This is an optimization exercise on Yosys and OpenROAD, whose aim is small area and a short achievable clock period, not a production implementation. RTL that was checked went through simulation tests only; none was proved equivalent to the original.

==> pepper <==
Design montgomery_kyber, start of the top module:
module montgomery_kyber(clk, a, b, out);
input clk;
input [11:0] a, b;
output [11:0] out;
wire n0;
k_nand2 un0 (.a(a[0]), .b(b[0]), .y(n0));
wire n1;
k_nand2 un1 (.a(a[0]), .b(b[1]), .y(n1));
wire n2;
k_nand2 un2 (.a(a[0]), .b(b[2]), .y(n2));
wire n3;
k_nand2 un3 (.a(a[0]), .b(b[3]), .y(n3));
wire n4;
k_nand2 un4 (.a(a[0]), .b(b[4]), .y(n4));
wire n5;
k_nand2 un5 (.a(a[0]), .b(b[5]), .y(n5));
wire n6;
k_nand2 un6 (.a(a[0]), .b(b[6]), .y(n6));
wire n7;
k_nand2 un7 (.a(a[0]), .b(b[7]), .y(n7));
wire n8;
k_nand2 un8 (.a(a[0]), .b(b[8]), .y(n8));
wire n9;
k_nand2 un9 (.a(a[0]), .b(b[9]), .y(n9));
wire n10;
k_nand2 un10 (.a(a[0]), .b(b[10]), .y(n10));
wire n11;
k_nand2 un11 (.a(a[0]), .b(b[11]), .y(n11));
wire n12;
k_nand2 un12 (.a(a[1]), .b(b[0]), .y(n12));
wire n13;
k_nand2 un13 (.a(a[1]), .b(b[1]), .y(n13));
wire n14;
k_nand2 un14 (.a(a[1]), .b(b[2]), .y(n14));
wire n15;
k_nand2 un15 (.a(a[1]), .b(b[3]), .y(n15));
wire n16;
k_nand2 un16 (.a(a[1]), .b(b[4]), .y(n16));
wire n17;
k_nand2 un17 (.a(a[1]), .b(b[5]), .y(n17));
wire n18;
k_nand2 un18 (.a(a[1]), .b(b[6]), .y(n18));
wire n19;
k_nand2 un19 (.a(a[1]), .b(b[7]), .y(n19));
wire n20;
k_nand2 un20 (.a(a[1]), .b(b[8]), .y(n20));
wire n21;
k_nand2 un21 (.a(a[1]), .b(b[9]), .y(n21));
wire n22;
  ...
export LEC_CHECK = 0
export CAP_MARGIN = 20
export CORE_MARGIN = 2
export CORE_UTILIZATION = 40
export CTS_BUF_LIST = sky130_fd_sc_hd__clkbuf_2 sky130_fd_sc_hd__clkbuf_4
export SETUP_SLACK_MARGIN = 5
export SLEW_MARGIN = 20
export SYNTH_HIERARCHICAL = 1
export SYNTH_MINIMUM_KEEP_SIZE = 0
create_clock -name core_clock -period 12.0 [get_ports {clk}]
standard.sh (not shown) runs the stock make flow with config.mk's settings and CLKGATE_MAP_FILE= SYNTH_SCRIPT=/design/flow/synth_recipe.tcl, a recipe that flattens the netlist after the stock synthesis.
==> flow/flow/run.sh <==
#!/bin/bash
set -euo pipefail
MARGIN=${MARGIN:-5.5}
BUF=${BUF:-sky130_fd_sc_hd__buf_1}
RECOVER=${RECOVER:-0}
bash standard.sh "SETUP_SLACK_MARGIN=$MARGIN" \
  "BUFFER_PORTS_ARGS=-buffer_cell $BUF" "RECOVER_POWER=$RECOVER" finish > flow_make.log 2>&1
==> inputs of yarrow, as changes to pepper <==
CTS_BUF_LIST = not set   (was sky130_fd_sc_hd__clkbuf_2 sky130_fd_sc_hd__clkbuf_4)
==> comparison table <==
quantity	pepper	yarrow
Status	timing/DRC/antenna clean	timing/DRC/antenna clean
Bufs w/o clock	57	50
Final worst-path setup slack	5.685 ns	5.716 ns
Vias	4284	4236
Wire length of the first global-routing pass	21.64 mm	21.74 mm
Setup repair after global routing missed its margin	yes	no
Critical path's largest stage delay	0.56 ns	0.50 ns
Met1 layer usage reported by global route	0.2148	0.2173
Post-detailed-route via-to-cell ratio	4.857	4.841
Layout fillers	1413	1411
Detailed route wirelength on metal3	554 um	513 um
Share of the final layout cell area in multi-input gates	0.8124	0.8139
Timing-limited maximum frequency	158.4 MHz	159.1 MHz
Worst setup path startpoint	r[3]	r[11]
Growth of design area from synthesis to finish	12.93%	12.37%
Buf+Inv Stages, Crit Path	3	2
Hold_ws	2.631 ns	2.682 ns
Clk cell area share	0.003411	0.01143
Routed WL per cell	14.43 um	14.49 um
Vias in the first global route	4681	4685
Max-slew headroom at the worst pin	0.5602	0.5539
Fin nets	852	845
Function was not checked in any run of this note: the RTL went through the layout flow alone.

---

==> job 2215 <==
montgomery_kyber, a different RTL version from the one above (not shown whole).
==> flow/config.mk <==
export PLATFORM = sky130hd
export DESIGN_NAME = montgomery_kyber
export DESIGN_NICKNAME = montgomery_kyber
export VERILOG_FILES = /design/flow/design.v
export SDC_FILE = /design/flow/constraint.sdc
export NUM_CORES = 4
export LEC_CHECK = 0
export CAP_MARGIN = 20
export CORE_MARGIN = 2
export CORE_UTILIZATION = 40
export CTS_BUF_LIST = sky130_fd_sc_hd__clkbuf_4 sky130_fd_sc_hd__clkbuf_8
export SETUP_SLACK_MARGIN = 5
export SLEW_MARGIN = 20
export SYNTH_HIERARCHICAL = 1
export SYNTH_MINIMUM_KEEP_SIZE = 0
==> flow/constraint.sdc <==
create_clock -name core_clock -period 12.0 [get_ports {clk}]
set_input_delay 2.4000 -clock core_clock [delete_from_list [all_inputs] [get_ports {clk}]]
set_output_delay 2.4000 -clock core_clock [all_outputs]
set_load 0.01 [all_outputs]
==> flow/flow/run.sh <==
#!/bin/bash
set -euo pipefail
MARGIN=${MARGIN:-5.75}
BUF=${BUF:-sky130_fd_sc_hd__buf_1}
RECOVER=${RECOVER:-0}
bash standard.sh "SETUP_SLACK_MARGIN=$MARGIN" \
  "BUFFER_PORTS_ARGS=-buffer_cell $BUF" "RECOVER_POWER=$RECOVER" finish > flow_make.log 2>&1
==> inputs of job 4163, as changes to job 2215 <==
--- a/flow/flow/run.sh
+++ b/flow/flow/run.sh
@@ -1,6 +1,6 @@
 #!/bin/bash
 set -euo pipefail
-MARGIN=${MARGIN:-5.75}
+MARGIN=${MARGIN:-5.5}
 BUF=${BUF:-sky130_fd_sc_hd__buf_1}
 RECOVER=${RECOVER:-0}
 bash standard.sh "SETUP_SLACK_MARGIN=$MARGIN" \
==> qor summary <==
| quantity | job 2215 | job 4163 |
|---|---|---|
| Status | timing/DRC/antenna clean | timing/DRC/antenna clean |
| Share of the clock period used by the worst path | 51.93% | 52.50% |
| Multi-input gate share of the layout cell area | 80.69% | 81.74% |
| Sequential Area | 493.0 µm² | 488.0 µm² |
| Final standard cell utilization of the core | 45.96% | 44.50% |
| Detailed-route via count | 4,469 | 4,380 |
| Worst path bufs/invs | 6 | 2 |
| Measured slew at the worst slew-check pin | 0.6343 ns | 0.6673 ns |
| Worst path arrival time | 3.83 ns | 3.90 ns |
| Met3 usage in global routing | 0.8071% | 0.7647% |
| Final worst slack | 5.768 ns | 5.699 ns |
| Number of buffers other than clock buffers in the final layout | 56 | 44 |
| Routed wire length | 13,010 µm | 12,630 µm |
| Crit. path cell count | 19 | 17 |
| Headroom to the max-slew limit | 57.71% | 55.51% |
| Detail-routed net length per standard cell | 14.23 µm | 14.00 µm |
| Final layout net count | 883 | 871 |
| Sum of routed wire segments on met1 | 5714 µm | 5823 µm |
| Post-CTS Repair Setup Buffers | 13 | 2 |
| Global-route wire length before repair | 22,340 µm | 21,510 µm |
| Clock buffer count in the final layout | 4 | 3 |
| Pre-CTS WS | 5.187 ns | 4.970 ns |
| Half-perimeter wire length after placement | 10,860 µm | 10,790 µm |
No functional check of the RTL was part of any run of this note.

---

==> v33 <==
Another version of the RTL of montgomery_kyber (not shown whole).
==> flow/config.mk <==
export PLATFORM = sky130hd
export DESIGN_NAME = montgomery_kyber
export DESIGN_NICKNAME = montgomery_kyber
export VERILOG_FILES = /design/flow/design.v
export SDC_FILE = /design/flow/constraint.sdc
export NUM_CORES = 4
export LEC_CHECK = 0
export CAP_MARGIN = 20
export CORE_MARGIN = 2
export CORE_UTILIZATION = 40
export CTS_BUF_LIST = sky130_fd_sc_hd__clkbuf_4 sky130_fd_sc_hd__clkbuf_8
export SETUP_SLACK_MARGIN = 5
export SLEW_MARGIN = 20
export SYNTH_HIERARCHICAL = 1
export SYNTH_MINIMUM_KEEP_SIZE = 0
==> flow/constraint.sdc <==
create_clock -name core_clock -period 12.0 [get_ports {clk}]
set_input_delay 2.4000 -clock core_clock [delete_from_list [all_inputs] [get_ports {clk}]]
set_output_delay 2.4000 -clock core_clock [all_outputs]
set_load 0.01 [all_outputs]
==> flow/flow/run.sh <==
#!/bin/bash
set -euo pipefail
MARGIN=${MARGIN:-5.75}
BUF=${BUF:-sky130_fd_sc_hd__buf_1}
HERE=$(cd "$(dirname "$0")" && pwd)
bash standard.sh "SETUP_SLACK_MARGIN=$MARGIN" \
  "BUFFER_PORTS_ARGS=-buffer_cell $BUF" \
  "PRE_FLOORPLAN_TCL=$HERE/downsize.tcl" finish > flow_make.log 2>&1
==> flow/flow/downsize.tcl <==
# Before floorplanning: set every combinational cell to its smallest drive
# strength (x1) so that repair_timing sizes up only the cells that need it.
# Flip-flops are left as synthesis made them.
set db [ord::get_db]
set n 0
foreach inst [[ord::get_db_block] getInsts] {
  set m [[$inst getMaster] getName]
  if {[regexp {^(sky130_fd_sc_hd__[a-z0-9]+)_([0-9]+)$} $m -> base sz] && $sz > 1 && ![string match "*__df*" $base] && ![string match "*__dl*" $base]} {
    set new [$db findMaster ${base}_1]
    if {$new ne "NULL"} {
      $inst swapMaster $new
      incr n
    }
  }
}
puts "downsize: $n cells set to x1"
==> inputs of v27, as changes to v33 <==
==> flow/flow/run.sh (replaced) <==
#!/bin/bash
set -euo pipefail
MARGIN=${MARGIN:-5.75}
BUF=${BUF:-sky130_fd_sc_hd__buf_1}
RECOVER=${RECOVER:-0}
bash standard.sh "SETUP_SLACK_MARGIN=$MARGIN" \
  "BUFFER_PORTS_ARGS=-buffer_cell $BUF" "RECOVER_POWER=$RECOVER" finish > flow_make.log 2>&1
- CORE_UTILIZATION: 40 -> 55
removed: flow/flow/downsize.tcl
==> inputs of v7, as changes to v33 <==
--- a/flow/flow/run.sh
+++ b/flow/flow/run.sh
@@ -2,3 +2,3 @@
 set -euo pipefail
-MARGIN=${MARGIN:-5.75}
+MARGIN=${MARGIN:-5.9}
 BUF=${BUF:-sky130_fd_sc_hd__buf_1}
==> inputs of v10, as changes to v33 <==
==> flow/flow/run.sh (replaced) <==
#!/bin/bash
set -euo pipefail
MARGIN=${MARGIN:-5.65}
BUF=${BUF:-sky130_fd_sc_hd__buf_1}
RECOVER=${RECOVER:-0}
bash standard.sh "SETUP_SLACK_MARGIN=$MARGIN" \
  "BUFFER_PORTS_ARGS=-buffer_cell $BUF" "RECOVER_POWER=$RECOVER" finish > flow_make.log 2>&1
removed: flow/flow/downsize.tcl
==> summary.txt <==
status finished clean; Max transition margin 0.587; initial drt markers 160; RD Place Congestion 0.866; Seq area share 0.0800; worst setup path endpoint r[17]$_DFF_P_
(the above is from v7)
==> summary.txt <==
Layout clock buffers 3; status finished clean; Max transition margin 0.557; area leader, netlist fa_1; Seq area share 0.0815; initial drt markers 217; worst setup path endpoint out[9]; Avg Inst Size Synth 8.65 sq um
(the above is from v10)
==> summary.txt <==
status finished clean; initial drt markers 150; RD Place Congestion 0.881; Synth top area share 0.430; worst setup path endpoint out[9]; Seq area share 0.0819
(the above is from v27)
==> summary.txt <==
status finished clean; Seq area share 0.0833; worst setup path endpoint r[22]$_DFF_P_; initial drt markers 199; RD Place Congestion 0.863; Max transition margin 0.562
(the above is from v33)

-- re-timing with driven ports --
No port has a modelled driver above. Below, the same layouts with a new extraction and two added sets of constraints. Step 1 sets driving cells, clkbuf_16 on the clock port and buf_2 on the other inputs (assumed; they add their load-dependent delay and slew). Step 2 also shifts input and output timing later by t, the mid clock arrival at the registers, as if the neighbouring blocks saw the same clock. a / b / c = no drivers / after step 1 / after step 2; a / b = the first two.
run	t (ns)	setup WS [ns]	worst setup path after step 2	clock arrival spread, ns	worst data-port slew with drivers (ns)
pepper	0.317	5.685 / 5.655 / 5.390	input to register	0.005 / 0.006	0.03
yarrow	0.285	5.716 / 5.682 / 5.450	input to register	0.002 / 0.002	0.03
job 2215	0.283	5.768 / 5.739 / 5.669	input to register	0.002 / 0.001	0.03
job 4163	0.283	5.699 / 5.673 / 5.495	input to register	0.003 / 0.003	0.03
v33	0.281	5.960 / 5.956 / 5.680	input to register	0.005 / 0.006	0.03
v27	0.288	5.888 / 5.858 / 5.623	input to register	0.004 / 0.004	0.03
v7	0.277	6.008 / 6.011 / 5.734	input to register	0.002 / 0.002	0.04
v10	0.281	5.865 / 5.837 / 5.602	input to register	0.001 / 0.001	0.03
After both steps setup and hold are still met in every run listed. For pepper, which loses most, drivers alone change the setup slack by -0.030 ns; drivers and shift together by -0.295 ns.
